Context: an optimization exercise on an open-source flow, tuned for small area, a short achievable clock period and few clock cycles per item. The choices shown serve that exercise and are no tape-out recipe. Where RTL was checked, it was by simulation tests only, not by an equivalence proof against the original. No functional check of the RTL was part of runs 8 and 9. Power figures rest on the tool's default switching activity, not on a simulated workload.

==> design.v <==
`timescale 1 ns / 1 ps
`default_nettype none
module axi4l_slv_top #(
    parameter int ADDR_WIDTH = 12,
    parameter int DATA_WIDTH = 32
) (
    input var                     aclk,
    input var                     aresetn,
    input var  [  ADDR_WIDTH-1:0] s_axi_awaddr,
    input var  [             2:0] s_axi_awprot,
    input var                     s_axi_awvalid,
    output var                    s_axi_awready,
    input var  [  DATA_WIDTH-1:0] s_axi_wdata,
    input var  [DATA_WIDTH/8-1:0] s_axi_wstrb,
    input var                     s_axi_wvalid,
    output var                    s_axi_wready,
    output var [             1:0] s_axi_bresp,
    output var                    s_axi_bvalid,
    input var                     s_axi_bready,
    input var  [  ADDR_WIDTH-1:0] s_axi_araddr,
    input var  [             2:0] s_axi_arprot,
    input var                     s_axi_arvalid,
    output var                    s_axi_arready,
    output var [  DATA_WIDTH-1:0] s_axi_rdata,
    output var [             1:0] s_axi_rresp,
    output var                    s_axi_rvalid,
    input var                     s_axi_rready,
    output var                    irq_reg_irq,
    input var                     reg_irq_bit0,
    output var [            31:0] reg_a_b,
    input var  [            31:0] reg_c_d
);
  logic wr_hs, b_pop;
  logic bv0_q, b1_free_q;   
  logic be0_q, be1_q;   
  assign s_axi_awready = s_axi_wvalid && b1_free_q;
  assign s_axi_wready = s_axi_awvalid && b1_free_q;
  assign wr_hs = s_axi_awvalid && s_axi_wvalid && b1_free_q;
  assign b_pop = bv0_q && s_axi_bready;
  logic [9:0] wa;
  logic wa_lo;   
  assign wa = s_axi_awaddr[11:2];
  assign wa_lo = (wa[9:4] == 6'd0);
  logic wr_trap, wr_mask, wr_force, wr_trig, wr_a, wr_ok;
  assign wr_trap = wr_hs && wa_lo && (wa[3:0] == 4'd1);
  assign wr_mask = wr_hs && wa_lo && (wa[3:0] == 4'd2);
  assign wr_force = wr_hs && wa_lo && (wa[3:0] == 4'd3);
  assign wr_trig = wr_hs && wa_lo && (wa[3:0] == 4'd5);
  assign wr_a = wr_hs && wa_lo && (wa[3:0] == 4'd8);
  assign wr_ok = wa_lo && (wa[3:0] <= 4'd5 || wa[3:0] == 4'd8);
  always_ff @(posedge aclk) begin
    if (!aresetn) begin
      bv0_q <= 1'b0;
      b1_free_q <= 1'b1;
    end else begin
      bv0_q <= (bv0_q && !b_pop) || !b1_free_q || wr_hs;
      b1_free_q <= !((!b1_free_q && !b_pop) || (wr_hs && bv0_q && !b_pop));
    end
  end
  always_ff @(posedge aclk) begin
    if (!bv0_q || b_pop) be0_q <= b1_free_q ? !wr_ok : be1_q;
  end
  always_ff @(posedge aclk) begin
    if (b1_free_q) be1_q <= !wr_ok;
  end
  assign s_axi_bvalid = bv0_q;
  assign s_axi_bresp = {be0_q, be0_q};
  logic trap_q, mask_q, trig_q, irq_in_q;
  logic [31:0] a_q;
  logic irq_event;
  always_ff @(posedge aclk) irq_in_q <= reg_irq_bit0;
  assign irq_event = reg_irq_bit0 && (!trig_q || !irq_in_q);
  always_ff @(posedge aclk) begin
    if (!aresetn) trap_q <= 1'b0;
    else
      trap_q <= (trap_q && !(wr_trap && !s_axi_wdata[0])) || (wr_force && s_axi_wdata[0]) ||
          irq_event;
  end
  always_ff @(posedge aclk) begin
    if (!aresetn) mask_q <= 1'b0;
    else if (wr_mask) mask_q <= s_axi_wdata[0];
  end
  always_ff @(posedge aclk) begin
    if (!aresetn) trig_q <= 1'b0;
    else if (wr_trig) trig_q <= s_axi_wdata[0];
  end
  logic a_ld, a_keep;
  assign a_ld = wr_a && aresetn;
  assign a_keep = !wr_a && aresetn;
  always_ff @(posedge aclk) a_q <= ({32{a_ld}} & s_axi_wdata) | ({32{a_keep}} & a_q);
  assign reg_a_b = a_q;
  assign irq_reg_irq = trap_q && mask_q;
  logic rvalid_q, ridle_q, rerr_q, r_free;
  logic [31:0] rdata_q;
  assign r_free = !rvalid_q || s_axi_rready;
  assign s_axi_arready = ridle_q || s_axi_rready;
  logic [9:0] ra;
  logic ra_lo;
  assign ra = s_axi_araddr[11:2];
  assign ra_lo = (ra[9:4] == 6'd0);
  logic ra_ok, rd_a, rd_c;
  assign ra_ok = ra_lo && (ra[3:0] <= 4'd5 || ra[3:0] == 4'd8 || ra[3:0] == 4'd9);
  assign rd_a = ra_lo && (ra[3:0] == 4'd8);
  assign rd_c = ra_lo && (ra[3:0] == 4'd9);
  logic rd_bit0;
  always_comb begin
    case (ra[3:0])
      4'd0: rd_bit0 = trap_q && mask_q;
      4'd1: rd_bit0 = trap_q;
      4'd2: rd_bit0 = mask_q;
      4'd4: rd_bit0 = irq_in_q;
      4'd5: rd_bit0 = trig_q;
      4'd8: rd_bit0 = a_q[0];
      4'd9: rd_bit0 = reg_c_d[0];
      default: rd_bit0 = 1'b0;
    endcase
  end
  always_ff @(posedge aclk) begin
    if (!aresetn) rvalid_q <= 1'b0;
    else if (r_free) rvalid_q <= s_axi_arvalid;
  end
  always_ff @(posedge aclk) begin
    if (!aresetn) ridle_q <= 1'b1;
    else if (r_free) ridle_q <= !s_axi_arvalid;
  end
  logic ld_a, ld_c, r_keep;
  assign ld_a = r_free && rd_a;
  assign ld_c = r_free && rd_c;
  assign r_keep = !r_free;
  always_ff @(posedge aclk) begin
    rdata_q[31:1] <= ({31{ld_a}} & a_q[31:1]) | ({31{ld_c}} & reg_c_d[31:1]) |
        ({31{r_keep}} & rdata_q[31:1]);
    rdata_q[0] <= (r_free && ra_lo && rd_bit0) || (r_keep && rdata_q[0]);
  end
  always_ff @(posedge aclk) begin
    if (r_free) rerr_q <= !ra_ok;
  end
  assign s_axi_rvalid = rvalid_q;
  assign s_axi_rdata = rdata_q;
  assign s_axi_rresp = {rerr_q, rerr_q};
endmodule
`default_nettype wire
==> flow/run.sh <==
#!/bin/bash
# Standard ORFS layout with these changes:
#  - synthesis maps logic with the ABC script flow/abc_area.script (when present);
#    everything before ABC, so every register and its name, is the standard synthesis;
#  - the cells listed in flow/dont_use.txt (when present) are added to the platform's
#    don't-use list, for synthesis and the resizer (slow many-input OR/NOR gates);
#  - the port buffers are sky130 buf_1 cells instead of buffer_ports' default.
set -euo pipefail
here=$PWD
rm -rf "$here/scripts_abc"
cp -r "$FLOW_HOME/scripts" "$here/scripts_abc"
if [[ -f "$here/flow/abc_area.script" ]]; then
  cp "$here/flow/abc_area.script" "$here/scripts_abc/abc_area.script"
fi
args=()
if [[ -f "$here/flow/dont_use.txt" ]]; then
  base=$(make -s -C "$FLOW_HOME" DESIGN_CONFIG="$here/config.mk" WORK_HOME="$here/orfs" print-DONT_USE_CELLS | sed -n 's/^DONT_USE_CELLS: //p')
  args+=("DONT_USE_CELLS=$base $(tr '\n' ' ' < "$here/flow/dont_use.txt")")
fi
export BUFFER_PORTS_ARGS="-buffer_cell sky130_fd_sc_hd__buf_1"
bash standard.sh SCRIPTS_DIR="$here/scripts_abc" "${args[@]}" synth > synth.log 2>&1
bash standard.sh "${args[@]}" > standard.log 2>&1
==> flow/abc_area.script <==
strash
&get -n
&dch
&nf
&put
topo
stime -c
==> flow/dont_use.txt <==
sky130_fd_sc_hd__nor3_1
sky130_fd_sc_hd__nor3_2
sky130_fd_sc_hd__nor3_4
sky130_fd_sc_hd__nor3b_1
sky130_fd_sc_hd__nor3b_2
sky130_fd_sc_hd__nor3b_4
sky130_fd_sc_hd__nor4_1
sky130_fd_sc_hd__nor4_2
sky130_fd_sc_hd__nor4_4
sky130_fd_sc_hd__nor4b_1
sky130_fd_sc_hd__nor4b_2
sky130_fd_sc_hd__nor4b_4
sky130_fd_sc_hd__nor4bb_1
sky130_fd_sc_hd__nor4bb_2
sky130_fd_sc_hd__nor4bb_4
sky130_fd_sc_hd__or3_1
sky130_fd_sc_hd__or3_2
sky130_fd_sc_hd__or3_4
sky130_fd_sc_hd__or3b_1
sky130_fd_sc_hd__or3b_2
sky130_fd_sc_hd__or3b_4
sky130_fd_sc_hd__or4_1
sky130_fd_sc_hd__or4_2
sky130_fd_sc_hd__or4_4
sky130_fd_sc_hd__or4b_1
sky130_fd_sc_hd__or4b_2
sky130_fd_sc_hd__or4b_4
sky130_fd_sc_hd__or4bb_1
sky130_fd_sc_hd__or4bb_2
sky130_fd_sc_hd__or4bb_4
sky130_fd_sc_hd__or2_0
sky130_fd_sc_hd__or2_1
sky130_fd_sc_hd__or2_2
sky130_fd_sc_hd__or2_4
sky130_fd_sc_hd__and2_0
==> standard.sh <==
#!/bin/bash
# synth_recipe.tcl (not shown) runs the flow's synth.tcl, then flattens the netlist and writes it again
# the make line also repeats each setting of config.mk as NAME=value (left out here)
make -C /OpenROAD-flow-scripts/flow DESIGN_CONFIG=/design/flow/config.mk WORK_HOME=/design/flow/orfs CLKGATE_MAP_FILE= SYNTH_SCRIPT=/design/flow/synth_recipe.tcl "${@:-finish}"
==> config.mk <==
export PLATFORM = sky130hd
export DESIGN_NAME = axi4l_slv_top
export DESIGN_NICKNAME = axi4l_slv_top
export VERILOG_FILES = /design/flow/design.v
export SDC_FILE = /design/flow/constraint.sdc
export NUM_CORES = 4
export LEC_CHECK = 0
export ABC_AREA = 1
export CAP_MARGIN = 20
export CORE_MARGIN = 2
export CORE_UTILIZATION = 40
export SETUP_SLACK_MARGIN = 1.5
export SLEW_MARGIN = 20
export TNS_END_PERCENT = 0
==> constraint.sdc <==
create_clock -name core_clock -period 3.0 [get_ports {aclk}]
set_input_delay 0.6000 -clock core_clock [delete_from_list [all_inputs] [get_ports {aclk}]]
set_output_delay 0.6000 -clock core_clock [all_outputs]
set_load 0.01 [all_outputs]
==> impl_results.md, run 1 <==
- Outcome: complete, no violations
- Slowest-stage cell, CP: dfxtp_4
- CTS Buf Count: 9
- Remaining antenna violation count: 0
- Hold_ws: about 0.40 ns
- Crit path cell chain: and2_4 > buf_2
- Setup TNS Final: 0 ns
- Crit. End Element: primary output
- Asr flop ratio synth: 0%
- Sink Count: 75
- Ys Warns: 1
- Max Fclk: about 640 MHz
- MaxCap Viol Count: 0
- Gpl congestion: around 0.76
- Worst Path Required: between 2 and 2.5 ns
- Clock latency (worst-skew pair): about 0.33 ns
- Placement row count: 30
- # DRC: 0
- Die Area: about 7500 um^2
- Diode count: 0
- Initial core utilization: between 40 and 50%
- Critical Path AT: just under 1 ns
- CTS tree: yes
- Fin crit share: 52.18%
- Syn Area/Cell: roughly 11 um^2
- Clock buffer depth: 2
- Number of global-route vias before repair: around 2.6k
- Synth top area share: between 50 and 60%
- H-tree levels: 3
- CP Max Fanout: 5
- Post-Synth XOR/XNOR Area: 0%
- Final Net Count: 540
- Final setup fails: 0
- FF+latch count, synth: 75
- Die height: 86.88 um
- Post-DR wirelength/cell: approximately 16 um
- Vias per std cell: between 5 and 6
- Register area share after synthesis: a little under three fifths
- Largest net degree at the start of global routing: 35
- Area of the core: about 6700 um^2
- Rel. slew slack: a little under two thirds
- RSZ-0062 raised after global routing: true
- Minimum clock period after layout: roughly 1.6 ns
- GRT Util Overall: roughly 22%
- Worst slew pin tran: 0.5475 ns
- Final hold vios: 0
- Setup CP Type: flip-flop to primary output
- Initial antenna violation count: 0
- HP Class: input pin to flip-flop
- Max-slew violations: 0
- LEAKAGE: between 1 and 1.5 nW
- Post-Syn Nets: around 350
- Grt ovf: 0
- Drt pass-1 iters: 4
- Top FF cell, synth: dfxtp_1
- Area share of fa/ha/maj cells after synthesis: 0%
- Synth top area cells: dfxtp_1 53%, a221o_1 11%, a22o_1 10%
- CTS clk-pin slew, worst paths: approximately 0.070 ns
- Clk_skew: between 0.009 and 0.01 ns
- IO Port Bufs: between 150 and 200
- Mapped Area: ~2700 um^2
- Synth area leader: dfxtp_1
- Area Growth Syn to Fin: 41.53%
- CP max stage delay: 0.36 ns
- Compound-Gate Fraction of Synth Area: between 20% and 30%
- CTS Root Cell: clkbuf_8
- Pwr dens: 491.3 nW/um^2
- Post-DP HPWL: about 5.3 mm
- Post-Synth Simple-Gate Area: between 10% and 20%
- Proportion of synthesized area in mux cells: 0%
- CP startpoint kind: flip-flop
- Detailed Route WL: 8.374 mm
- Horiz. Die Dim: just under 90 um
- Number of distinct library cells after synthesis: 30
- Peak supply drop: roughly 0.00026 V
- IO Count: 180
- Mapped Cells: between 200 and 250
- Post-synth EDFFs: 2
- Via count: ~2.8k
- Initial DRC count: 80
- First-pass GRT wire length: 12.90 mm
- Share of layout cells above drive strength 1: a little under an eighth
- Largest family of logic cells by synthesized area: compound AO/OA/AOI/OAI gates
metrics by stage:
step	setup WS (ns)	area (um^2)	utilization [%]	std cells	total power [mW]
floorplan	1.171	2784	-	248	1.069
global placement	0.7323	3496	52.03	492	1.134
detailed placement	0.6933	3496	52.03	492	1.135
CTS	1.423	3864	57.50	518	1.932
global route	1.400	3889	57.88	519	1.999
finish	1.435	3889	57.88	519	1.910
area by class of cell:
type	instances	area, um^2
multi-input combinational	167	1270
clock inverter	2	13.76
inverter	5	21.27
fill	650	2830
tap	80	100.1
sequential	75	1529
clock buffer	14	195.2
timing repair buffer	176	759.5
logic make-up (layout without fill, tap and decap cells):
group                  after synthesis  after routing
buffers and inverters                9            197
AND/OR/NAND/NOR                     83             85
flip-flops                          75             75
AO/OA/AOI/OAI                       81             82
Yosys cell counts (3+ instances only):
library cell  count
a21oi_1           3
dfxtp_1          73
nand2_1          11
clkinv_1          5
nor2b_1           3
and2_1           33
o21a_1            3
a221o_1          31
nand4_1           4
nand2b_1          3
buf_4             4
a22o_1           32
nor2_1           20
routing by layer:
layer | routed length (um) | vias up | global-route usage, %
met2 | 3978 | 124 | 37.54
met5 | 0 | - | 0
li1 | - | 1336 | -
met3 | 723 | 9 | 5.403
met1 | 3582 | 1283 | 27.47
met4 | 89 | 0 | 7.528
placed cells by master (no fill, tap or decap), types with 3 or more instances in the layout:
cell      synthesis  routed
nand4_1           4       4
a22o_1           32      32
buf_6             0       3
dfxtp_2           0       3
nand2_1          11      11
a21oi_1           3       3
clkbuf_8          0      10
nor2_4            0       3
dfxtp_1          73      69
buf_4             4       8
a221o_1          31      31
buf_1             0     160
o21a_1            3       3
clkinv_2          0       3
and2_1           33      31
nor2_1           20      17
nand2b_1          3       3
sequential cells by signal (all words and copies together) (netlist names):
| register | cells |
|---|---|
| b1_free_q | 1 |
| mask_q | 1 |
| a_q | 32 |
| bv0_q | 1 |
| rerr_q | 1 |
| ridle_q | 1 |
| trig_q | 1 |
| be0_q | 1 |
| rvalid_q | 1 |
| trap_q | 1 |
| rdata_q | 32 |
| be1_q | 1 |
| irq_in_q | 1 |
worst max-delay path: cells and delay by family, from the launching register on:
kind | cells | cell delay, ns
simple gates | 1 | 0.15
buf+inv | 1 | 0.13
flops | 1 | 0.36
worst paths after layout:
check / from / to / slack (ns) / depth (start not counted)
max reg2reg: rvalid_q / rdata_q[23] / 1.48 / 6
max: b1_free_q / s_axi_wready / 1.43 / 2
min reg2reg: rdata_q[0] / rdata_q[0] / 0.45 / 2
min: reg_irq_bit0 / irq_in_q / 0.40 / 1
report_power, final:
part | internal, mW | switching, mW | total, mW
clock | 0.425 | 0.352 | 0.778
combinational | 0.0598 | 0.0649 | 0.125
sequential | 1.00 | 0.00421 | 1.01
total | 1.49 | 0.421 | 1.91
timing repair:
item                                    4_1_cts  5_1_grt
endpoints found under the setup margin       67       92
gates cloned                                  3        0
hold buffers                                  0        0
buffers inserted                              7        1
pin swaps                                     4        2
resized for setup                            22       11
Testbench counts, summed over its fixed seeds: cycles 1,608, items 3,200.
==> run 2: changes to the inputs <==
--- a/config.mk
+++ b/config.mk
@@ -9,6 +9,5 @@
 export CAP_MARGIN = 20
 export CORE_MARGIN = 2
 export CORE_UTILIZATION = 40
-export SETUP_SLACK_MARGIN = 1.5
+export SETUP_SLACK_MARGIN = 1.3
 export SLEW_MARGIN = 20
-export TNS_END_PERCENT = 0
==> impl_results.md, run 2 <==
- Outcome: complete, no violations
- Clock share of power: 42.9% (+2.2 points)
- Detailed Route WL: 7.809 mm (-6.7%)
- Die Area: 7548 um^2 (unchanged)
- IO Count: 180 (unchanged)
- FF-to-FF Start: b1_free_q
- Max Fclk: 606.1 MHz (-5.1%)
- Via count: 2694 (-2.1%)
- Clock buffer depth: 2 (unchanged)
- Top flop regs: a_q: 32 flops, rdata_q: 32 flops
- Worst setup path start: s_axi_rready
- Asr flop ratio synth: 0% (unchanged)
- Sw Ratio: 22.29% (+0.24 points)
- Rel. slew slack: 71.27% (+7.8 points)
- Synth top area cells: dfxtp_1 53%, a221o_1 11%, a22o_1 10%
- Post-synth EDFFs: 2 (unchanged)
- Seq pwr share: 51.6% (-1.2 points)
- Vias per std cell: 5.303 (about the same)
- P_int: 1.517 mW (+1.9%)
- Ys Warns: 1 (unchanged)
- Post-Syn Nets: 354 (unchanged)
- Remaining antenna violation count: 0 (unchanged)
- Initial core utilization: 40.89% (unchanged)
- Number of distinct library cells after synthesis: 30 (unchanged)
- Placed insts: 493 (+0.20%)
- Met1 Use GR: 24.69% (-2.8 points)
- Die height: 86.88 um (unchanged)
- Sink Count: 75 (unchanged)
- GRT Util Overall: 20.27% (-1.9 points)
- Peak supply drop: 0.0002854 V (+12%)
- Final hold vios: 0 (unchanged)
- Comb pwr share: 5.5% (-1.0 points)
- Drt pass-1 iters: 4 (unchanged)
- CTS Root Cell: clkbuf_8
- Setup CP Type: input pin to primary output
- Critical Path AT: 1.05 ns (+0.08 ns)
- Largest net degree at the start of global routing: 35 (unchanged)
- Hold Buf Count CTS: 0 (unchanged)
- Clock latency (worst-skew pair): 0.33 ns (about the same)
- LEAKAGE: 1.383 nW (-5.7%)
- Most frequent cells in the layout: 164 x buf_1, 71 x dfxtp_1, 33 x and2_1
- First-pass GRT wire length: 11.86 mm (-8.0%)
- Final setup fails: 0 (unchanged)
- Crit. End Element: primary output
- Cells resized by post-CTS repair: 2 (-91%)
- MaxCap Viol Count: 0 (unchanged)
- CTS clk-pin slew, worst paths: 0.08 ns (about the same)
- Mapped Cells: 248 (unchanged)
- Clk_skew: 0.008677 ns (-0.001208 ns)
- Minimum clock period after layout: 1.650 ns (+0.08430 ns)
- CP Max Fanout: 2 (-3)
- Hold_sp: reg_irq_bit0
- FF+latch count, synth: 75 (unchanged)
- Sw Pwr: 0.4351 mW (+3.3%)
- Most common library cells after synthesis: 73 x dfxtp_1, 33 x and2_1, 32 x a22o_1
- Post-DP HPWL: 5.469 mm (+2.7%)
- Filler cells: 658 (+1.2%)
- Setup TNS Final: 0 ns (unchanged)
- HP Class: input pin to flip-flop
- Initial DRC count: 73 (-8.8%)
- Register area share after synthesis: 55.37% (unchanged)
- Diode count: 0 (unchanged)
- GR met2 Demand/Resource: 33.93% (-3.6 points)
- Final Net Count: 530 (-1.9%)
- Mapped Area: 2748 um^2 (unchanged)
- Worst slew pin tran: 0.4309 ns (-0.1166 ns)
- Initial antenna violation count: 0 (unchanged)
- Horiz. Die Dim: 86.88 um (unchanged)
- Synth top area share: 53.19% (unchanged)
- Post-DR wirelength/cell: 15.37 um (-4.7%)
- Met3 Resource Use GR: 7.393% (+2.0 points)
- Synth area leader: dfxtp_1
- Fin crit share: 54.99% (+2.8 points)
- Grt ovf: 0 (unchanged)
- Top Usage Layer GRT: met2
- CTS Buf Count: 9 (unchanged)
- Pwr dens: 521.3 nW/um^2 (+6.1%)
- Placement row count: 30 (unchanged)
- CP startpoint kind: input pin
- Max-slew violations: 0 (unchanged)
- H-tree levels: 3 (unchanged)
- # DRC: 0 (unchanged)
- Share of layout cells above drive strength 1: 7.009% (-4.6 points)
- Most common cell in the netlist: dfxtp_1
- Gpl congestion: 0.7198 (-5.8%)
- RSZ-0062 raised after global routing: true
- Area Growth Syn to Fin: 36.29%
- Number of global-route vias before repair: 2433 (-7.7%)
- Commonest non-fill, non-tap cell in the layout: buf_1
- Worst Path Required: 2.40 ns (about the same)
- Area of the core: 6719 um^2 (unchanged)
- CTS tree: yes
- Setup bufs post-CTS: 0 (-7)
- IO Port Bufs: 165 (unchanged)
- Top FF cell, synth: dfxtp_1
- Syn Area/Cell: 11.08 um^2 (unchanged)
- Fin cells: 508 (-2.1%)
[run 2: worst paths after layout]
path / cells past startpoint / endpoint / slack, ns
setup reg to reg: 4 / a_q[0] / 1.41
hold reg to reg: 2 / ridle_q / 0.45
setup / recovery: 4 / s_axi_arready / 1.35
hold / removal: 1 / irq_in_q / 0.39
[run 2: critical path: stages]
cell,delay [ns]
buf_1,0.11
nor2_1,0.12
clkinv_1,0.09
buf_1,0.13
[run 2: logic make-up (layout without fill, tap and decap cells)]
| logic type | Yosys count | in the layout | share of synthesized area (%) |
|---|---|---|---|
| flip-flops | 75 | 75 | 55.37 |
| AO/OA/AOI/OAI | 81 | 81 | 26.32 |
| buffers and inverters | 9 | 189 | 1.776 |
| AND/OR/NAND/NOR | 83 | 83 | 16.53 |
[run 2: per-stage QoR]
stage          utilization [%]  setup WS (ns)  area [um^2]  power, mW  hold WS, ns
2_1_floorplan                -          1.171         2791      1.070       0.4163
3_3_place_gp             52.25         0.8668         3511      1.137       0.4292
3_5_place_dp             52.25         0.8570         3511      1.137       0.4404
4_1_cts                  55.51          1.302         3730      1.975       0.3704
5_1_grt                  55.74          1.285         3745      2.037       0.3648
6_report                 55.74          1.350         3745      1.952       0.3867
[run 2: final cells by class]
type / count / area [um^2] / share of cell area (%)
Inverter: 5 / 20.02 / 0.5346
Sequential cell: 75 / 1524 / 40.69
Tap cell: 80 / 100.1 / 2.673
Timing Repair Buffer: 169 / 665.6 / 17.77
Multi-Input combinational cell: 164 / 1224 / 32.68
Clock inverter: 6 / 87.58 / 2.339
Clock buffer: 9 / 123.9 / 3.308
[run 2: per-layer routing]
layer	routed length [um]	part of all wire, %
met4	90	1.2
met5	0	0
met2	3631	46
met1	3426	44
met3	661	8.5
[run 2: power by group through the flow]
stage	sequential, mW	clock, mW	combinational, mW
global route	1.01	0.909	0.119
CTS	1.01	0.859	0.108
global placement	1.03	0	0.106
floorplan	1.03	0	0.0386
detailed placement	1.03	0	0.106
finish	1.01	0.838	0.107
==> run 3: changes to the inputs <==
--- a/config.mk
+++ b/config.mk
@@ -9,5 +9,6 @@
 export CAP_MARGIN = 20
 export CORE_MARGIN = 2
 export CORE_UTILIZATION = 40
-export SETUP_SLACK_MARGIN = 1.3
+export CTS_BUF_LIST = sky130_fd_sc_hd__clkbuf_8
+export SETUP_SLACK_MARGIN = 1.4
 export SLEW_MARGIN = 20
==> impl_results.md, run 3 <==
- Final Net Count: 537 (+1.3%)
- Ys Warns: 1 (unchanged)
- CP max stage delay: 0.13 ns (about the same)
- Finished Core Util: 56.54% (+0.80 points)
- Sink Count: 75 (unchanged)
- Placed insts: 493 (unchanged)
- Setup TNS Final: 0 ns (unchanged)
- Detailed Route WL: 8.492 mm (+8.7%)
- Grt ovf: 0 (unchanged)
- Largest net degree at the start of global routing: 35 (unchanged)
- Post-DP HPWL: 5.608 mm (+2.5%)
- IO Count: 180 (unchanged)
- Clock buffer depth: 2 (unchanged)
- Pwr dens: 491.5 nW/um^2 (-5.7%)
- Commonest non-fill, non-tap cell in the layout: buf_1
- Fin crit share: 52.19% (-2.8 points)
- First-pass GRT wire length: 12.20 mm (+2.8%)
- Clock latency (worst-skew pair): 0.34 ns (about the same)
- Number of global-route vias before repair: 2446 (+0.53%)
- Initial core utilization: 40.89% (unchanged)
- Clk_skew: 0.01128 ns (+0.002598 ns)
- Minimum clock period after layout: 1.566 ns (-0.08398 ns)
- Top flop regs: a_q: 32 flops, rdata_q: 32 flops
- Worst Path Required: 2.40 ns (about the same)
- Post-synth EDFFs: 2 (unchanged)
- Worst slew pin tran: 0.4534 ns (+0.02247 ns)
- Peak supply drop: 0.0002206 V (-23%)
- HP Class: input pin to flip-flop
- Share of layout cells above drive strength 1: 10.09% (+3.1 points)
- Max-slew violations: 0 (unchanged)
- Register area share after synthesis: 55.37% (unchanged)
- Drt pass-1 iters: 4 (unchanged)
- Horiz. Die Dim: 86.88 um (unchanged)
- Mapped Area: 2748 um^2 (unchanged)
- Post-DR wirelength/cell: 16.46 um (+7.1%)
- Initial antenna violation count: 0 (unchanged)
- CTS clk-pin slew, worst paths: 0.07 ns (about the same)
- Outcome: complete, no violations
- Asr flop ratio synth: 0% (unchanged)
- Crit path cell chain: buf_6 > nor2_4 > inv_2 > buf_2
- Most common cell in the netlist: dfxtp_1
- Final hold vios: 0 (unchanged)
- IO Port Bufs: 165 (unchanged)
- CTS Buf Count: 9 (unchanged)
- Synth top area share: 53.19% (unchanged)
- Number of distinct library cells after synthesis: 30 (unchanged)
- Slowest-stage cell, CP: buf_2
- Post-Syn Nets: 354 (unchanged)
- CTS tree: yes
- Rel. slew slack: 69.78% (-1.5 points)
- Synth area leader: dfxtp_1
- CP Max Fanout: 2 (unchanged)
- Most common library cells after synthesis: 73 x dfxtp_1, 33 x and2_1, 32 x a22o_1
- Crit. End Element: primary output
- H-tree levels: 3 (unchanged)
- Most frequent cells in the layout: 160 x buf_1, 70 x dfxtp_1, 32 x and2_1, 32 x a22o_1, 31 x a221o_1
- Vias per std cell: 5.395 (+1.7%)
- Die Area: 7548 um^2 (unchanged)
- Initial DRC count: 116 (+59%)
- Via count: 2784 (+3.3%)
- MaxCap Viol Count: 0 (unchanged)
- Area of the core: 6719 um^2 (unchanged)
- Diode count: 0 (unchanged)
- Die height: 86.88 um (unchanged)
- # DRC: 0 (unchanged)
- Hold Buf Count CTS: 0 (unchanged)
- RSZ-0062 raised after global routing: false
- Placement row count: 30 (unchanged)
- Final setup fails: 0 (unchanged)
- Fin cells: 516 (+1.6%)
- Area Growth Syn to Fin: 38.25%
- FF+latch count, synth: 75 (unchanged)
- LEAKAGE: 1.433 nW (+3.6%)
- Placed cell areas: 3515 um^2 (+0.11%)
- Synth top area cells: dfxtp_1 53%, a221o_1 11%, a22o_1 10%
- Top FF cell, synth: dfxtp_1
- CP startpoint kind: input pin
- Post-route cell area: 3799 um^2 (+1.4%)
- Remaining antenna violation count: 0 (unchanged)
- GRT Util Overall: 20.77% (+0.51 points)
- CTS Root Cell: clkbuf_8
- Setup CP Type: input pin to primary output
- Critical Path AT: 0.97 ns (-0.08 ns)
- Mapped Cells: 248 (unchanged)
- Max Fclk: 638.7 MHz (+5.4%)
- Syn Area/Cell: 11.08 um^2 (unchanged)
- Hold_ws: 0.4026 ns (+0.01595 ns)
- Gpl congestion: 0.7457 (+3.6%)
==> run 3: cell counts after synthesis <==
Identical to the previous run, type by type.
==> run 3: per-layer routing <==
metal	share of wire (%)	vias up	wire, um	global-route usage [%]
li1	-	1329	-	-
met2	46	132	3922	33.59
met3	7.7	15	653	5.118
met5	0	-	0	0
met4	1.4	0	118	7.244
met1	45	1308	3797	27.04
==> run 3: cell type report <==
class / instances / area, um^2
clock buffers: 9 / 123.9
clock inverters: 7 / 61.31
fillers: 645 / 2920
inverters: 5 / 20.02
multi-input cells: 165 / 1245
flip-flops and latches: 75 / 1528
well taps: 80 / 100.1
repair buffers: 175 / 720.7
==> run 3: cells by family (layout without fill, tap and decap cells) <==
kind of cell	after synthesis	count (layout)	share of synthesized area, %
AO/OA/AOI/OAI	81	81	26.32
buffers and inverters	9	196	1.776
flip-flops	75	75	55.37
AND/OR/NAND/NOR	83	84	16.53
==> run 3: critical path, delay by kind of cell <==
family / cells / cell delay (ns)
buffers and inverters: 3 / 0.27
AND/OR/NAND/NOR: 1 / 0.10
==> run 3: what timing repair did <==
action	CTS	global route
pin swaps	3	3
resized for setup	13	6
gates cloned	0	1
buffers inserted	1	5
setup endpoints to repair	60	60
==> run 3: path summary, 6_finish.rpt <==
kind	slack, ns	cells past startpoint	end	startpoint
max	1.43	4	s_axi_arready	s_axi_rready
min	0.40	1	irq_in_q	reg_irq_bit0
max reg2reg	1.50	5	a_q[17]	b1_free_q
min reg2reg	0.46	2	rdata_q[0]	rdata_q[0]
==> run 3: stage by stage <==
stage	setup slack [ns]	power, mW
2_1_floorplan	1.171	1.070
5_1_grt	1.395	1.951
4_1_cts	1.402	1.875
6_report	1.434	1.867
3_5_place_dp	0.8090	1.138
3_3_place_gp	0.8689	1.137
==> run 3: report_power, final <==
part / internal (mW) / switching [mW]
Clock: 0.376 / 0.368
Combinational: 0.0525 / 0.0630
Sequential: 1.00 / 0.00412
==> run 4: changes to the inputs <==
--- a/config.mk
+++ b/config.mk
@@ -9,6 +9,6 @@
 export CAP_MARGIN = 20
 export CORE_MARGIN = 2
 export CORE_UTILIZATION = 40
-export CTS_BUF_LIST = sky130_fd_sc_hd__clkbuf_8
+export CTS_BUF_LIST = sky130_fd_sc_hd__clkbuf_4 sky130_fd_sc_hd__clkbuf_8
 export SETUP_SLACK_MARGIN = 1.4
 export SLEW_MARGIN = 20
==> impl_results.md, run 4 <==
- Area of the core: 6719 um^2 (unchanged)
- Total power: 1.897 mW (+1.6%)
- CTS Root Cell: clkbuf_8
- Asr flop ratio synth: 0% (unchanged)
- Grt ovf: 0 (unchanged)
- Diode count: 0 (unchanged)
- Placement row count: 30 (unchanged)
- Register area share after synthesis: 55.37% (unchanged)
- Setup ws final: 1.432 ns (-0.002100 ns)
- Hold_sp: reg_irq_bit0
- Commonest non-fill, non-tap cell in the layout: buf_1
- Max-slew violations: 0 (unchanged)
- Clk_skew: 0.01031 ns (-0.0009657 ns)
- Post-Syn Nets: 354 (unchanged)
- LEAKAGE: 1.431 nW (-0.10%)
- H-tree levels: 3 (unchanged)
- Share of layout cells above drive strength 1: 10.55% (+0.46 points)
- Fin cells: 516 (unchanged)
- Via count: 2737 (-1.7%)
- Gpl congestion: 0.7457 (unchanged)
- R2R Setup Slk: 1.50 ns (about the same)
- Cells on worst reg2reg path: 5 (unchanged)
- Clock latency (worst-skew pair): 0.34 ns (about the same)
- Setup TNS Final: 0 ns (unchanged)
- Outcome: complete, no violations
- Initial antenna violation count: 0 (unchanged)
- Worst Path Required: 2.40 ns (about the same)
- CP startpoint kind: flip-flop
- Initial DRC count: 113 (-2.6%)
- Remaining antenna violation count: 0 (unchanged)
- Final hold vios: 0 (unchanged)
- Post-DP HPWL: 5.608 mm (unchanged)
- Area Growth Syn to Fin: 38.52%
- FF-to-FF Start: b1_free_q
- # DRC: 0 (unchanged)
- Initial core utilization: 40.89% (unchanged)
- Minimum clock period after layout: 1.568 ns (+0.002100 ns)
- Vias per std cell: 5.304 (-1.7%)
- Hold EP: irq_in_q
- Detailed Route WL: 8.476 mm (-0.19%)
- Post-synth EDFFs: 2 (unchanged)
- MaxCap Viol Count: 0 (unchanged)
- Dpl ws: 0.8090 ns (unchanged)
- Mapped Area: 2748 um^2 (unchanged)
- Pwr dens: 498.5 nW/um^2 (+1.4%)
- Top FF cell, synth: dfxtp_1
- Die Area: 7548 um^2 (unchanged)
- Crit. End Element: primary output
- Largest net degree at the start of global routing: 35 (unchanged)
- CP Max Fanout: 5 (+3)
- Fin crit share: 52.26% (+0.070 points)
- Number of global-route vias before repair: 2448 (+0.082%)
- Placed insts: 493 (unchanged)
- Ys Warns: 1 (unchanged)
- Final Net Count: 537 (unchanged)
- Horiz. Die Dim: 86.88 um (unchanged)
- Peak supply drop: 0.0002205 V (about the same)
- Drt pass-1 iters: 4 (unchanged)
- Top flop regs: a_q: 32 flops, rdata_q: 32 flops
- CTS clk-pin slew, worst paths: 0.08 ns (about the same)
- IO Port Bufs: 165 (unchanged)
- Synth top area cells: dfxtp_1 53%, a221o_1 11%, a22o_1 10%
- Most common cell in the netlist: dfxtp_1
- Sink Count: 75 (unchanged)
- CTS tree: yes
- Setup CP Type: flip-flop to primary output
- RSZ-0062 raised after global routing: false
- Hold Path Cell Cnt: 1 (unchanged)
- Rel. slew slack: 69.98% (+0.21 points)
- HP Class: input pin to flip-flop
- Finished Core Util: 56.65% (+0.11 points)
- CTS Buf Count: 9 (unchanged)
- IO Count: 180 (unchanged)
- Number of distinct library cells after synthesis: 30 (unchanged)
- GRT Util Overall: 20.79% (about the same)
- Post-DR wirelength/cell: 16.43 um (-0.19%)
- Final setup fails: 0 (unchanged)
- Hold Buf Count CTS: 0 (unchanged)
- First-pass GRT wire length: 12.21 mm (+0.11%)
- Worst slew pin tran: 0.4503 ns (-0.003082 ns)
- Critical Path AT: 0.97 ns (about the same)
- Synth top area share: 53.19% (unchanged)
- Synth area leader: dfxtp_1
- Critical R2R Capture: a_q[17]
- FF+latch count, synth: 75 (unchanged)
- Syn Area/Cell: 11.08 um^2 (unchanged)
- Max Fclk: 637.8 MHz (-0.13%)
- Most common library cells after synthesis: 73 x dfxtp_1, 33 x and2_1, 32 x a22o_1
- Most frequent cells in the layout: 160 x buf_1, 70 x dfxtp_1, 32 x and2_1, 32 x a22o_1, 31 x a221o_1
- Clock buffer depth: 2 (unchanged)
- Die height: 86.88 um (unchanged)
- Mapped Cells: 248 (unchanged)
-- run 4: repair_timing --
item	in CTS	in global routing
resized for setup	13	6
buffers inserted	1	5
hold endpoints to repair	0	0
gates cloned	0	1
endpoints found under the setup margin	60	60
pin swaps	3	3
-- run 4: worst max path at each step --
| stage | slack [ns] | endpoint | start | depth (start not counted) |
|---|---|---|---|---|
| final | 1.43 | s_axi_awready | b1_free_q | 2 |
| after CTS | 1.40 | s_axi_wready | b1_free_q | 2 |
| after global placement | 0.87 | a_q[11] | s_axi_awaddr[2] | 6 |
| after global routing | 1.40 | s_axi_arready | ridle_q | 3 |
| after detailed placement | 0.81 | a_q[17] | s_axi_awaddr[2] | 6 |
| after floorplan | 1.17 | rdata_q[10] | s_axi_rready | 5 |
-- run 4: final cells by class --
cell class | instances | area [um^2]
fill | 646 | 2913
clock buffer | 11 | 138.9
inverter | 5 | 20.02
tap | 80 | 100.1
multi-input combinational | 165 | 1245
timing repair buffer | 175 | 720.7
sequential | 75 | 1528
clock inverter | 5 | 53.80
-- run 4: report_power, final --
group / switching (mW) / internal (mW)
clock: 0.373 / 0.401
sequential: 0.00413 / 1.00
combinational: 0.0630 / 0.0525
-- run 4: logic make-up after synthesis --
group	synth area share [%]
and+or+nand+nor	16.53
DFF	55.37
AOI/OAI and AO/OA	26.32
buffers and inverters	1.776
-- run 4: critical path: stages, from the launching register on --
cell and delay [ns]:
dfxtp_4 0.36, and2_4 0.15, buf_6 0.11
-- run 4: metrics by stage --
step	hold WS (ns)	cell area, um^2
after global routing	0.3931	3806
after floorplan	0.4163	2795
final	0.4011	3806
after detailed placement	0.4311	3515
after CTS	0.4022	3742
after global placement	0.4288	3515
-- run 4: routing by layer --
layer  track usage [%]  share of wire, %  up-vias
li1                  -                 -     1328
met4             7.244               1.3        0
met3             5.118               7.2       13
met1             27.09                46     1277
met2             33.59                46      119
met5                 0                 0        -
==> run 5: changes to the inputs <==
==> flow/abc_area.script (replaced) <==
strash
&get -n
&dch
&nf -a
&put
topo
stime -c
--- a/config.mk
+++ b/config.mk
@@ -9,6 +9,5 @@
 export CAP_MARGIN = 20
 export CORE_MARGIN = 2
 export CORE_UTILIZATION = 40
-export CTS_BUF_LIST = sky130_fd_sc_hd__clkbuf_4 sky130_fd_sc_hd__clkbuf_8
 export SETUP_SLACK_MARGIN = 1.4
 export SLEW_MARGIN = 20
==> impl_results.md, run 5 <==
- Horiz. Die Dim: 86.88 um (unchanged)
- Hold Buf Count CTS: 0 (unchanged)
- Clock latency (worst-skew pair): 0.34 ns (about the same)
- Minimum clock period after layout: 1.566 ns (-0.001660 ns)
- Total power: 1.841 mW (-3.0%)
- Sink Count: 75 (unchanged)
- Die Area: 7548 um^2 (unchanged)
- Commonest non-fill, non-tap cell in the layout: buf_1
- Rel. slew slack: 69.81% (-0.17 points)
- Number of global-route vias before repair: 2446 (-0.082%)
- Initial DRC count: 109 (-3.5%)
- Clk_skew: 0.009096 ns (-0.001214 ns)
- Detailed Route WL: 8.516 mm (+0.47%)
- Post-synth EDFFs: 2 (unchanged)
- Critical Path AT: 0.97 ns (about the same)
- IO Count: 180 (unchanged)
- Area Growth Syn to Fin: 38.07%
- HP Class: input pin to flip-flop
- Number of distinct library cells after synthesis: 30 (unchanged)
- Outcome: complete, no violations
- H-tree levels: 3 (unchanged)
- Die height: 86.88 um (unchanged)
- GR met2 Demand/Resource: 33.59% (unchanged)
- Diode count: 0 (unchanged)
- R2R Setup Slk: 1.50 ns (about the same)
- FF+latch count, synth: 75 (unchanged)
- Share of layout cells above drive strength 1: 10.09% (-0.46 points)
- Clock share of power: 39.0% (-1.8 points)
- First-pass GRT wire length: 12.20 mm (-0.11%)
- Drt pass-1 iters: 4 (unchanged)
- Top FF cell, synth: dfxtp_1
- Setup CP Type: input pin to primary output
- Comb pwr share: 6.3% (+0.2 points)
- Post-Syn Nets: 354 (unchanged)
- Placement row count: 30 (unchanged)
- Post-DP HPWL: 5.608 mm (unchanged)
- CTS Root Cell: clkbuf_8
- Largest net degree at the start of global routing: 35 (unchanged)
- Mapped Cells: 248 (unchanged)
- Grt ovf: 0 (unchanged)
- Sw Ratio: 23.66% (+0.45 points)
- Slowest-stage cell, CP: buf_2
- Area of the core: 6719 um^2 (unchanged)
- Placed cell areas: 3515 um^2 (unchanged)
- Worst Path Required: 2.40 ns (about the same)
- Most common library cells after synthesis: 73 x dfxtp_1, 33 x and2_1, 32 x a22o_1
- Most frequent cells in the layout: 160 x buf_1, 70 x dfxtp_1, 32 x and2_1, 32 x a22o_1, 31 x a221o_1
- CTS Buf Count: 9 (unchanged)
- Clock buffer depth: 2 (unchanged)
- Ys Warns: 1 (unchanged)
- Compound-Gate Fraction of Synth Area: 26.32% (unchanged)
- LEAKAGE: 1.423 nW (-0.60%)
- Proportion of synthesized area in mux cells: 0% (unchanged)
- Remaining antenna violation count: 0 (unchanged)
- Crit path cell chain: buf_6 > nor2_4 > inv_2 > buf_2
- Pwr dens: 485.2 nW/um^2 (-2.7%)
- RSZ-0062 raised after global routing: false
- Setup TNS Final: 0 ns (unchanged)
- Finished Core Util: 56.46% (-0.19 points)
- Post-Synth Simple-Gate Area: 16.53% (unchanged)
- Final hold vios: 0 (unchanged)
- Seq pwr share: 54.8% (+1.7 points)
- Max-slew violations: 0 (unchanged)
- Most common cell in the netlist: dfxtp_1
- Synth top area share: 53.19% (unchanged)
- CP Max Fanout: 2 (-3)
- Met3 Resource Use GR: 5.118% (unchanged)
- Top Usage Layer GRT: met2
- MaxCap Viol Count: 0 (unchanged)
- Initial core utilization: 40.89% (unchanged)
- Vias per std cell: 5.333 (+0.55%)
- Synth top area cells: dfxtp_1 53%, a221o_1 11%, a22o_1 10%
- Met1 Use GR: 27.04% (-0.059 points)
- Final setup fails: 0 (unchanged)
- Sw Pwr: 0.4355 mW (-1.1%)
- Via count: 2752 (+0.55%)
- Crit. End Element: primary output
- Largest family of logic cells by synthesized area: compound AO/OA/AOI/OAI gates
- Worst slew pin tran: 0.4529 ns (+0.002592 ns)
- CP startpoint kind: input pin
- Mapped Area: 2748 um^2 (unchanged)
- # DRC: 0 (unchanged)
- Syn Area/Cell: 11.08 um^2 (unchanged)
- CP max stage delay: 0.13 ns (-0.23 ns)
- Top flop regs: a_q: 32 flops, rdata_q: 32 flops
- Synth area leader: dfxtp_1
- Post-DR wirelength/cell: 16.50 um (+0.47%)
- Post-Synth XOR/XNOR Area: 0% (unchanged)
- Peak supply drop: 0.0002206 V (about the same)
- Max Fclk: 638.5 MHz (+0.11%)
- Register area share after synthesis: 55.37% (unchanged)
- Fin crit share: 52.21% (-0.055 points)
- Post-route cell area: 3794 um^2 (-0.33%)
- CTS tree: yes
- Initial antenna violation count: 0 (unchanged)
- Asr flop ratio synth: 0% (unchanged)
- Area share of fa/ha/maj cells after synthesis: 0% (unchanged)
- CTS clk-pin slew, worst paths: 0.07 ns (about the same)
- Final Net Count: 537 (unchanged)
- GRT Util Overall: 20.77% (about the same)
- IO Port Bufs: 165 (unchanged)
- P_int: 1.405 mW (-3.5%)
- Gpl congestion: 0.7457 (unchanged)
==> run 5: cell count changes in the layout (fill, tap and decap cells not counted), sizes merged <==
| cell | previous run | this run |
|---|---|---|
| bufinv | 1 | 0 |
| clkbuf | 11 | 12 |
==> run 5: layout make-up <==
cell class	count	area [um^2]
fill	646	2925
multi-input combinational	165	1245
timing repair buffer	175	720.7
inverter	5	20.02
clock buffer	12	156.4
sequential	75	1528
clock inverter	4	23.77
tap	80	100.1
==> run 5: what timing repair did <==
item	CTS	global route
buffers inserted	1	5
pin swaps	3	3
setup endpoints to repair	60	60
resized for setup	13	6
gates cloned	0	1
hold endpoints to repair	0	0
==> run 5: power by group through the flow <==
stage | Sequential, mW | Combinational [mW] | Clock [mW]
6_report | 1.01 | 0.116 | 0.717
5_1_grt | 1.01 | 0.127 | 0.788
4_1_cts | 1.01 | 0.111 | 0.731
3_5_place_dp | 1.03 | 0.107 | 0
3_3_place_gp | 1.03 | 0.106 | 0
2_1_floorplan | 1.03 | 0.0387 | 0
==> run 5: critical path: cells and delay by family <==
family,cells,cell delay [ns]
buf+inv,3,0.27
simple gates,1,0.10
==> run 5: cells by family (layout without fill, tap and decap cells) <==
kind of cell / Yosys count / after routing
buffers and inverters: 9 / 196
AND/OR/NAND/NOR: 83 / 84
AO/OA/AOI/OAI: 81 / 81
flip-flops: 75 / 75
==> run 5: final timing paths <==
check / start / to / cells past startpoint
setup reg to reg: b1_free_q / a_q[17] / 5
hold reg to reg: rdata_q[0] / rdata_q[0] / 2
hold / removal: reg_irq_bit0 / irq_in_q / 1
setup / recovery: s_axi_rready / s_axi_arready / 4
==> run 5: through the flow <==
stage	hold slack [ns]	setup WS, ns	cells
5_1_grt	0.3925	1.395	516
4_1_cts	0.4011	1.402	510
2_1_floorplan	0.4163	1.171	248
6_report	0.4020	1.434	516
3_5_place_dp	0.4311	0.8090	493
3_3_place_gp	0.4288	0.8689	493
==> run 5: layer usage <==
metal  wire length, um  up-vias
met2              3949      106
li1                  -     1329
met5                 0        -
met1              3894     1308
met3               572        9
met4                99        0
==> run 6: changes to the inputs <==
==> flow/abc_area.script (replaced) <==
strash
&get -n
&dch
&nf
&put
mfs2
topo
stime -c
==> impl_results.md, run 6 <==
- Fail Step: synthesis
- Error msg: ERROR: ABC script did not complete successfully
- Ys Warns: 1 (unchanged)
- Outcome: did not finish
==> run 7: changes to the inputs <==
==> flow/abc_area.script (replaced) <==
strash
&get -n
&dch
&nf
&put
topo
stime -c
==> impl_results.md, run 7 <==
- Mapped Area: approximately 2700 um^2
- CTS Buf Count: 9
- Worst Path Required: roughly 2.4 ns
- Most common cell in the netlist: dfxtp_1
- R2R Setup Slk: approximately 1.5 ns
- Clock latency (worst-skew pair): 0.34 ns
- Initial core utilization: ~41%
- Remaining antenna violation count: 0
- Number of distinct library cells after synthesis: 30
- Area of the core: 6719 um^2
- Via count: 2752
- CTS Root Cell: clkbuf_8
- Top flop regs: a_q: 32 flops, rdata_q: 32 flops
- Post-Syn Nets: between 300 and 400
- Critical R2R Capture: a_q[17]
- Hold_sp: reg_irq_bit0
- Post-synth EDFFs: 2
- Minimum clock period after layout: roughly 1.6 ns
- CP Max Fanout: 2
- Outcome: complete, no violations
- CTS clk-pin slew, worst paths: 0.07 ns
- Total power: about 1.8 mW
- Crit path cell chain: buf_6 > nor2_4 > inv_2 > buf_2
- Placement row count: 30
- Diode count: 0
- Initial antenna violation count: 0
- Area occupied by registers: 1528 um^2
- Seq pwr share: a little over half
- Most frequent cells in the layout: 160 x buf_1, 70 x dfxtp_1, 32 x and2_1, 32 x a22o_1, 31 x a221o_1
- P_int: between 1 and 1.5 mW
- Area of the multi-input gates: between 1000 and 1500 um^2
- Drt pass-1 iters: 4
- Commonest non-fill, non-tap cell in the layout: buf_1
- CP max stage delay: 0.13 ns
- Sw Pwr: between 0.4 and 0.5 mW
- Comb pwr share: 6.3%
- IO Count: between 150 and 200
- Post-DP HPWL: 5.608 mm
- Vias per std cell: ~5.3
- Register area share after synthesis: between 50% and 60%
- Max Fclk: approximately 640 MHz
- Sink Count: 75
- Setup CP Type: input pin to primary output
- Rel. slew slack: 69.81%
- Hold_ws: slightly above 0.4 ns
- Max-slew violations: 0
- Gpl congestion: roughly 0.75
- IO Port Bufs: 165
- Fin crit share: 52.21%
- LEAKAGE: 1.423 nW
- Pwr dens: roughly 490 nW/um^2
- Hold Buf Count CTS: 0
- HP Class: input pin to flip-flop
- Share of layout cells above drive strength 1: 10.09%
- Synth top area cells: dfxtp_1 53%, a221o_1 11%, a22o_1 10%
- Mapped Cells: 248
- RSZ-0062 raised after global routing: false
- Crit. End Element: primary output
- Area Growth Syn to Fin: 38.07%
- Final hold vios: 0
- CP Buf/Inv Count: 3
- Synth top area share: between 50 and 60%
- Asr flop ratio synth: 0%
- Clk_skew: approximately 0.009 ns
- Most common library cells after synthesis: 73 x dfxtp_1, 33 x and2_1, 32 x a22o_1
- Top FF cell, synth: dfxtp_1
- Hold EP: irq_in_q
- CP startpoint kind: input pin
- Slowest-stage cell, CP: buf_2
- Number of global-route vias before repair: between 2k and 2.5k
- FF-to-FF Start: b1_free_q
- Post-DR wirelength/cell: approximately 17 um
- Ys Warns: 1 (unchanged)
- First-pass GRT wire length: about 12 mm
- Die height: a little under 90 um
- Clock share of power: between 30% and 40%
- Die Area: between 7000 and 8000 um^2
- Grt ovf: 0
- MaxCap Viol Count: 0
- Peak supply drop: roughly 0.00022 V
- H-tree levels: 3
- Filler cells: between 600 and 700
- Detailed Route WL: 8.516 mm
- Syn Area/Cell: ~11 um^2
- FF+latch count, synth: between 70 and 80
- Initial DRC count: 109
- Cells on worst reg2reg path: 5
- Sw Ratio: between 20% and 30%
- Critical Path AT: roughly 0.97 ns
- CTS tree: yes
- Setup TNS Final: 0 ns
- Hold Path Cell Cnt: 1
- GRT Util Overall: approximately a fifth
- Final setup fails: 0
- Final Net Count: between 500 and 600
- Worst slew pin tran: ~0.45 ns
- Synth area leader: dfxtp_1
- Largest net degree at the start of global routing: 35
- Horiz. Die Dim: ~87 um
- Crit path max-delay family: buffers and inverters
- # DRC: 0
- Clock buffer depth: 2
==> run 7: per-stage QoR <==
stage	cells	setup WS, ns	area, um^2	utilization (%)
after floorplan	248	1.171	2795	-
after global placement	493	0.8689	3515	52.31
after detailed placement	493	0.8090	3515	52.31
after CTS	510	1.402	3730	55.51
after global routing	516	1.395	3794	56.46
final	516	1.434	3794	56.46
==> run 7: what timing repair did <==
action / 4_1_cts / 5_1_grt
pin swaps: 3 / 3
cloned: 0 / 1
endpoints found under the setup margin: 60 / 60
buffers inserted: 1 / 5
gates resized for setup: 13 / 6
==> run 7: routing by layer <==
metal	vias to the layer above	routed length [um]	global-route usage (%)
li1	1329	-	-
met1	1308	3894	27.04
met2	106	3949	33.59
met3	9	572	5.118
met4	0	99	7.244
met5	-	0	0
==> run 7: layout make-up <==
cell class                      count  share of cell area (%)
Inverter                            5                  0.5277
Multi-Input combinational cell    165                   32.82
Clock inverter                      4                  0.6266
Tap cell                           80                   2.639
Clock buffer                       12                   4.123
Sequential cell                    75                   40.27
Timing Repair Buffer              175                   19.00
==> run 7: power by group through the flow <==
stage / Clock (mW) / Sequential (mW) / Combinational [mW]
finish: 0.717 / 1.01 / 0.116
floorplan: 0 / 1.03 / 0.0387
global route: 0.788 / 1.01 / 0.127
global placement: 0 / 1.03 / 0.106
detailed placement: 0 / 1.03 / 0.107
CTS: 0.731 / 1.01 / 0.111
==> run 7: worst max path at each step <==
stage | from | to | slack (ns) | depth (start not counted)
4_1_cts | b1_free_q | s_axi_wready | 1.40 | 2
6_report | s_axi_rready | s_axi_arready | 1.43 | 4
5_1_grt | ridle_q | s_axi_arready | 1.40 | 3
2_1_floorplan | s_axi_rready | rdata_q[10] | 1.17 | 5
3_3_place_gp | s_axi_awaddr[2] | a_q[11] | 0.87 | 6
3_5_place_dp | s_axi_awaddr[2] | a_q[17] | 0.81 | 6
==> run 7: cell families (layout without fill, tap and decap cells) <==
kind of cell | Yosys count | in the layout | synth area share (%)
AO/OA/AOI/OAI | 81 | 81 | 26.32
flip-flops | 75 | 75 | 55.37
AND/OR/NAND/NOR | 83 | 84 | 16.53
buffers and inverters | 9 | 196 | 1.776
==> run 8: changes to the inputs <==
--- a/design.v
+++ b/design.v
@@ -90,10 +90,10 @@
   always_ff @(posedge aclk) a_q <= ({32{a_ld}} & s_axi_wdata) | ({32{a_keep}} & a_q);
   assign reg_a_b = a_q;
   assign irq_reg_irq = trap_q && mask_q;
-  logic rvalid_q, ridle_q, rerr_q, r_free;
+  logic rvalid_q, rerr_q, r_free;
   logic [31:0] rdata_q;
   assign r_free = !rvalid_q || s_axi_rready;
-  assign s_axi_arready = ridle_q || s_axi_rready;
+  assign s_axi_arready = r_free;
   logic [9:0] ra;
   logic ra_lo;
   assign ra = s_axi_araddr[11:2];
@@ -119,10 +119,6 @@
     if (!aresetn) rvalid_q <= 1'b0;
     else if (r_free) rvalid_q <= s_axi_arvalid;
   end
-  always_ff @(posedge aclk) begin
-    if (!aresetn) ridle_q <= 1'b1;
-    else if (r_free) ridle_q <= !s_axi_arvalid;
-  end
   logic ld_a, ld_c, r_keep;
   assign ld_a = r_free && rd_a;
   assign ld_c = r_free && rd_c;
==> impl_results.md, run 8 <==
- Post-Synth Simple-Gate Area: 16.33% (-0.20 points)
- Number of distinct library cells after synthesis: 30 (unchanged)
- Sink Count: 74 (-1.3%)
- Proportion of synthesized area in mux cells: 0% (unchanged)
- Post-DR wirelength/cell: 15.20 um (-7.9%)
- Max Fclk: 626.6 MHz (-1.9%)
- Initial core utilization: 40.60% (-0.29 points)
- Diode count: 0 (unchanged)
- Hold_ws: 0.3883 ns (-0.01375 ns)
- Final Net Count: 533 (-0.74%)
- Commonest non-fill, non-tap cell in the layout: buf_1
- Area share of fa/ha/maj cells after synthesis: 0% (unchanged)
- Cells on worst reg2reg path: 6 (+1)
- RSZ-0062 raised after global routing: true
- Routed length on met2: 3.661 mm (-7.3%)
- Critical Path Stages: 7 (+3)
- Most frequent cells in the layout: 160 x buf_1, 68 x dfxtp_1, 32 x a22o_1
- Grt ovf: 0 (unchanged)
- Top layer in use: met4
- CP max stage delay: 0.27 ns (+0.14 ns)
- Hold Path Cell Cnt: 1 (unchanged)
- Total power: 2.004 mW (+8.9%)
- Mapped Cells: 243 (-2.0%)
- Met3 WL: 551 um (-3.7%)
- Rel. slew slack: 70.53% (+0.72 points)
- Die height: 86.35 um (-0.61%)
- Most common cell in the netlist: dfxtp_1
- Top FF cell, synth: dfxtp_1
- CTS tree: yes
- Post-Synth XOR/XNOR Area: 0% (unchanged)
- CP Max Fanout: 23 (+21)
- Initial antenna violation count: 0 (unchanged)
- Pwr dens: 520.0 nW/um^2 (+7.2%)
- Crit path cell chain: buf_1 > and3_4 > and4_4 > a21boi_4 > buf_12 > buf_16 > a22o_1
- Synth top area share: 53.14% (about the same)
- CTS Root Cell: clkbuf_8
- Gpl congestion: 0.7960 (+6.7%)
- Clock buffer depth: 2 (unchanged)
- Via count: 2687 (-2.4%)
- FF+latch count, synth: 74 (-1.3%)
- Outcome: complete, no violations
- Final setup fails: 0 (unchanged)
- CTS clk-pin slew, worst paths: 0.07 ns (about the same)
- Horiz. Die Dim: 86.35 um (-0.61%)
- Critical Path AT: 1.82 ns (+0.85 ns)
- Filler cells: 649 (+0.46%)
- # DRC: 0 (unchanged)
- Area occupied by registers: 1509 um^2 (-1.2%)
- Hold Buf Count CTS: 0 (unchanged)
- Max-slew violations: 0 (unchanged)
- Post-DP HPWL: 5.219 mm (-6.9%)
- H-tree levels: 3 (unchanged)
- First-pass GRT wire length: 11.52 mm (-5.6%)
- Peak supply drop: 0.0003115 V (+41%)
- Worst Path Required: 3.23 ns (+0.83 ns)
- MaxCap Viol Count: 0 (unchanged)
- Syn Area/Cell: 11.16 um^2 (+0.76%)
- Post-synth EDFFs: 2 (unchanged)
- Crit. End Element: flip-flop
- CTS Buf Count: 9 (unchanged)
- Area of the core: 6681 um^2 (-0.56%)
- Detailed Route WL: 7.767 mm (-8.8%)
- CP startpoint kind: input pin
- Synth area leader: dfxtp_1
- Synth top area cells: dfxtp_1 53%, a221o_1 11%, a22o_1 10%
- Ys Warns: 1 (unchanged)
- Finished Core Util: 57.68% (+1.2 points)
- IO Port Bufs: 165 (unchanged)
- CP Buf/Inv Count: 3 (unchanged)
- Remaining antenna violation count: 0 (unchanged)
- IO Count: 180 (unchanged)
- Share of layout cells above drive strength 1: 10.90% (+0.81 points)
- Largest family of logic cells by synthesized area: compound AO/OA/AOI/OAI gates
- Die Area: 7456 um^2 (-1.2%)
- HP Class: input pin to flip-flop
- Mapped Area: 2713 um^2 (-1.3%)
- Register area share after synthesis: 55.35% (about the same)
- Crit path max-delay family: simple AND/OR/NAND/NOR gates
- Number of global-route vias before repair: 2423 (-0.94%)
- Fin crit share: 53.20% (+0.99 points)
- Vias per std cell: 5.258 (-1.4%)
- LEAKAGE: 1.460 nW (+2.6%)
- Setup CP Type: input pin to flip-flop
- Initial DRC count: 74 (-32%)
- Clock latency (worst-skew pair): 0.33 ns (about the same)
- Post-Syn Nets: 349 (-1.4%)
- Top flop regs: a_q: 32 flops, rdata_q: 32 flops
- GRT Util Overall: 19.71% (-1.1 points)
- Area Growth Syn to Fin: 42.07%
- Clk_skew: 0.006775 ns (-0.002321 ns)
- Compound-Gate Fraction of Synth Area: 26.66% (+0.34 points)
- Metal-1 WL: 3.435 mm (-12%)
- Worst slew pin tran: 0.4420 ns (-0.01086 ns)
- Slowest-stage cell, CP: and4_4
- Drt pass-1 iters: 4 (unchanged)
- Setup TNS Final: 0 ns (unchanged)
- Minimum clock period after layout: 1.596 ns (+0.02971 ns)
- Area of the multi-input gates: 1225 um^2 (-1.6%)
- Largest net degree at the start of global routing: 34 (-2.9%)
- Placement row count: 30 (unchanged)
- Final hold vios: 0 (unchanged)
- Most common library cells after synthesis: 72 x dfxtp_1, 33 x and2_1, 32 x a22o_1
- Asr flop ratio synth: 0% (unchanged)
==> run 8: cell type report <==
class | count | share of cell area, %
flip-flops and latches | 74 | 39.16
clock inverters | 5 | 2.175
clock buffers | 10 | 3.864
inverters | 4 | 0.4545
repair buffers | 176 | 19.97
multi-input cells | 162 | 31.79
well taps | 80 | 2.597
==> run 8: final timing paths <==
path                     start          to  slack [ns]
setup reg to reg     b1_free_q     a_q[16]        1.43
hold reg to reg     rdata_q[0]  rdata_q[0]        0.48
setup / recovery  s_axi_wvalid     a_q[16]        1.40
hold / removal    reg_irq_bit0    irq_in_q        0.39
==> run 8: stage by stage <==
step                      area, um^2  cells  worst slack (ns)
after CTS                       3755    505             1.356
final                           3854    511             1.404
after floorplan                 2760    243             1.105
after global placement          3480    488            0.9678
after global routing            3854    511             1.357
after detailed placement        3480    488            0.9385
==> run 8: metal layers <==
layer	global-route usage, %	up-vias
met5	0	-
met3	5.048	11
met1	25.15	1270
met4	7.813	0
met2	31.96	96
li1	-	1310
==> run 8: logic make-up after synthesis <==
kind of cell    after synthesis
flops                        74
buf+inv                       8
compound gates               81
simple gates                 80
==> run 8: power breakdown <==
group / switching (mW) / total (mW) / internal, mW
Combinational: 0.0611 / 0.121 / 0.0597
Clock: 0.371 / 0.890 / 0.519
Sequential: 0.00333 / 0.993 / 0.990
Total: 0.435 / 2.00 / 1.57
==> run 8: repair_timing <==
item	in CTS	in global routing
cloned	0	1
setup buffers	2	5
pin swaps	1	4
resized for setup	11	13
setup endpoints to repair	56	64
==> run 9: changes to the inputs <==
--- a/design.v
+++ b/design.v
@@ -89,11 +89,18 @@
   assign a_keep = !wr_a && aresetn;
   always_ff @(posedge aclk) a_q <= ({32{a_ld}} & s_axi_wdata) | ({32{a_keep}} & a_q);
   assign reg_a_b = a_q;
-  assign irq_reg_irq = trap_q && mask_q;
-  logic rvalid_q, rerr_q, r_free;
+  logic irq_q;
+  always_ff @(posedge aclk) begin
+    if (!aresetn) irq_q <= 1'b0;
+    else
+      irq_q <= ((trap_q && !(wr_trap && !s_axi_wdata[0])) || (wr_force && s_axi_wdata[0]) ||
+          irq_event) && (wr_mask ? s_axi_wdata[0] : mask_q);
+  end
+  assign irq_reg_irq = irq_q;
+  logic rvalid_q, ridle_q, rerr_q, r_free;
   logic [31:0] rdata_q;
   assign r_free = !rvalid_q || s_axi_rready;
-  assign s_axi_arready = r_free;
+  assign s_axi_arready = ridle_q || s_axi_rready;
   logic [9:0] ra;
   logic ra_lo;
   assign ra = s_axi_araddr[11:2];
@@ -119,6 +126,10 @@
     if (!aresetn) rvalid_q <= 1'b0;
     else if (r_free) rvalid_q <= s_axi_arvalid;
   end
+  always_ff @(posedge aclk) begin
+    if (!aresetn) ridle_q <= 1'b1;
+    else if (r_free) ridle_q <= !s_axi_arvalid;
+  end
   logic ld_a, ld_c, r_keep;
   assign ld_a = r_free && rd_a;
   assign ld_c = r_free && rd_c;
==> impl_results.md, run 9 <==
- Hold Path Cell Cnt: 1 (unchanged)
- Max Fclk: 631.2 MHz (+0.73%)
- Initial core utilization: 40.91% (+0.31 points)
- Dpl ws: 0.8436 ns (-0.09491 ns)
- Rel. slew slack: 66.74% (-3.8 points)
- Setup CP Type: input pin to flip-flop
- Mapped Area: 2749 um^2 (+1.3%)
- Grt ovf: 0 (unchanged)
- IO Port Bufs: 165 (unchanged)
- Asr flop ratio synth: 0% (unchanged)
- Worst slew pin tran: 0.4989 ns (+0.05690 ns)
- Initial DRC count: 87 (+18%)
- Detailed Route WL: 8.358 mm (+7.6%)
- Outcome: complete, no violations
- IO Count: 180 (unchanged)
- Gpl congestion: 0.8523 (+7.1%)
- Ys Warns: 1 (unchanged)
- RSZ-0062 raised after global routing: true
- Pwr dens: 503.8 nW/um^2 (-3.1%)
- Most frequent cells in the layout: 163 x buf_1, 73 x dfxtp_1, 54 x a22o_1
- Post-DR wirelength/cell: 16.32 um (+7.4%)
- Share of layout cells above drive strength 1: 10.19% (-0.72 points)
- Sink Count: 76 (+2.7%)
- Critical Path AT: 1.87 ns (+0.05 ns)
- Most common library cells after synthesis: 74 x dfxtp_1, 54 x a22o_1, 22 x a21o_1
- Top FF cell, synth: dfxtp_1
- Comb pwr share: 5.9% (about the same)
- Minimum clock period after layout: 1.584 ns (-0.01162 ns)
- CTS clk-pin slew, worst paths: 0.08 ns (about the same)
- Number of distinct library cells after synthesis: 28 (-6.7%)
- Seq pwr share: 52.6% (+3.1 points)
- Crit. End Element: flip-flop
- Placement row count: 30 (unchanged)
- Post-Syn Nets: 349 (unchanged)
- Clock buffer depth: 2 (unchanged)
- Clock latency (worst-skew pair): 0.34 ns (about the same)
- Slowest-stage cell, CP: and4_2
- Top flop regs: a_q: 32 flops, rdata_q: 32 flops
- Synth top area cells: dfxtp_1 54%, a22o_1 17%, a21o_1 6.0%
- Remaining antenna violation count: 0 (unchanged)
- Hold Buf Count CTS: 0 (unchanged)
- CP startpoint kind: input pin
- Syn Area/Cell: 11.31 um^2 (+1.3%)
- Worst Path Required: 3.28 ns (+0.05 ns)
- Critical R2R Capture: a_q[3]
- Die Area: 7552 um^2 (+1.3%)
- Cells on worst reg2reg path: 6 (unchanged)
- Filler cells: 649 (unchanged)
- MaxCap Viol Count: 0 (unchanged)
- Commonest non-fill, non-tap cell in the layout: buf_1
- Clk_skew: 0.009840 ns (+0.003065 ns)
- Area of the core: 6719 um^2 (+0.56%)
- FF-to-FF Start: b1_free_q
- Die height: 86.90 um (+0.64%)
- LEAKAGE: 1.628 nW (+11%)
- Mapped Cells: 243 (unchanged)
- HP Class: input pin to flip-flop
- Crit path cell chain: buf_1 > nor2b_2 > and4_2 > a22o_1 > a21o_1
- Drt pass-1 iters: 4 (unchanged)
- Synth area leader: dfxtp_1
- Post-synth EDFFs: 2 (unchanged)
- Sw Ratio: 22.55% (+0.83 points)
- Area Growth Syn to Fin: 39.96%
- CTS Buf Count: 9 (unchanged)
- Max-slew violations: 0 (unchanged)
- Diode count: 0 (unchanged)
- Fin crit share: 52.81% (-0.39 points)
- H-tree levels: 3 (unchanged)
- # DRC: 0 (unchanged)
- Horiz. Die Dim: 86.90 um (+0.64%)
- Register area share after synthesis: 56.08% (+0.73 points)
[run 9: changes by cell type after synthesis, moves of 3 or more]
| cell | previous run | this run |
|---|---|---|
| a21o_1 | 0 | 22 |
| a22o_1 | 32 | 54 |
| a221o_1 | 31 | 10 |
| and2_1 | 33 | 14 |
| nor2_1 | 19 | 13 |
| nor2b_1 | 3 | 6 |
[run 9: worst reg2reg max path, cell delays in order (launching register included)]
cell and delay (ns):
dfxtp_4 0.36, and3_4 0.18, nand4_1 0.10, and4b_2 0.37
nor2b_4 0.08, buf_8 0.15, a22o_1 0.24
[run 9: timing repair]
item | CTS | global route
gates resized for setup | 12 | 9
setup buffers | 4 | 1
setup endpoints to repair | 56 | 41
pin swaps | 2 | 3
gates cloned | 1 | 2
[run 9: logic make-up after synthesis]
kind of cell | share of synthesized area, %
multiplexers | 0.3641
AND/OR/NAND/NOR | 11.38
buffers and inverters | 1.638
flip-flops | 56.08
AO/OA/AOI/OAI | 30.54
[run 9: through the flow]
step	instance area (um^2)	cells	hold slack [ns]	util [%]	power, mW
after global routing	3847	512	0.3787	57.26	2.015
final	3847	512	0.3931	57.26	1.938
after detailed placement	3502	488	0.4380	52.12	1.147
after floorplan	2783	243	0.4163	-	1.080
after CTS	3785	509	0.3843	56.33	1.956
after global placement	3502	488	0.4314	52.12	1.146
[run 9: worst max path at each step]
stage / from / to / slack [ns] / cells past startpoint
2_1_floorplan: s_axi_rready / rdata_q[15] / 1.14 / 5
3_3_place_gp: s_axi_wvalid / a_q[13] / 0.90 / 6
3_5_place_dp: s_axi_wvalid / a_q[5] / 0.84 / 6
4_1_cts: s_axi_rready / s_axi_arready / 1.41 / 4
5_1_grt: b1_free_q / a_q[24] / 1.37 / 6
6_report: s_axi_araddr[2] / rdata_q[23] / 1.42 / 5
[run 9: area by class of cell]
cell class              count  area [um^2]  area share, %
clock inverters             6        61.31          1.593
clock buffers              10        148.9          3.870
multi-input cells         162         1247          32.42
repair buffers            174        728.2          18.93
inverters                   4        16.27         0.4228
flip-flops and latches     76         1545          40.16
well taps                  80        100.1          2.602
[run 9: power groups by stage]
stage	combinational (mW)	sequential [mW]	clock [mW]
detailed placement	0.102	1.04	0
global route	0.126	1.02	0.868
CTS	0.109	1.02	0.826
floorplan	0.0353	1.05	0
global placement	0.101	1.04	0
finish	0.114	1.02	0.804
[run 9: per-layer routing]
| layer | track usage [%] | part of all wire (%) | vias to the layer above |
|---|---|---|---|
| met4 | 7.813 | 1.9 | 0 |
| met2 | 35.53 | 48 | 105 |
| met3 | 4.645 | 5.9 | 13 |
| met1 | 24.79 | 44 | 1262 |
| li1 | - | - | 1314 |
| met5 | 0 | 0 | - |

Setup slack of run 9, layout unchanged: 1.416 ns with ideal ports, 1.397 ns with driving cells assumed (clock clkbuf_16, inputs buf_2), 1.057 ns with port delays also shifted by the 0.363 ns mid clock arrival.
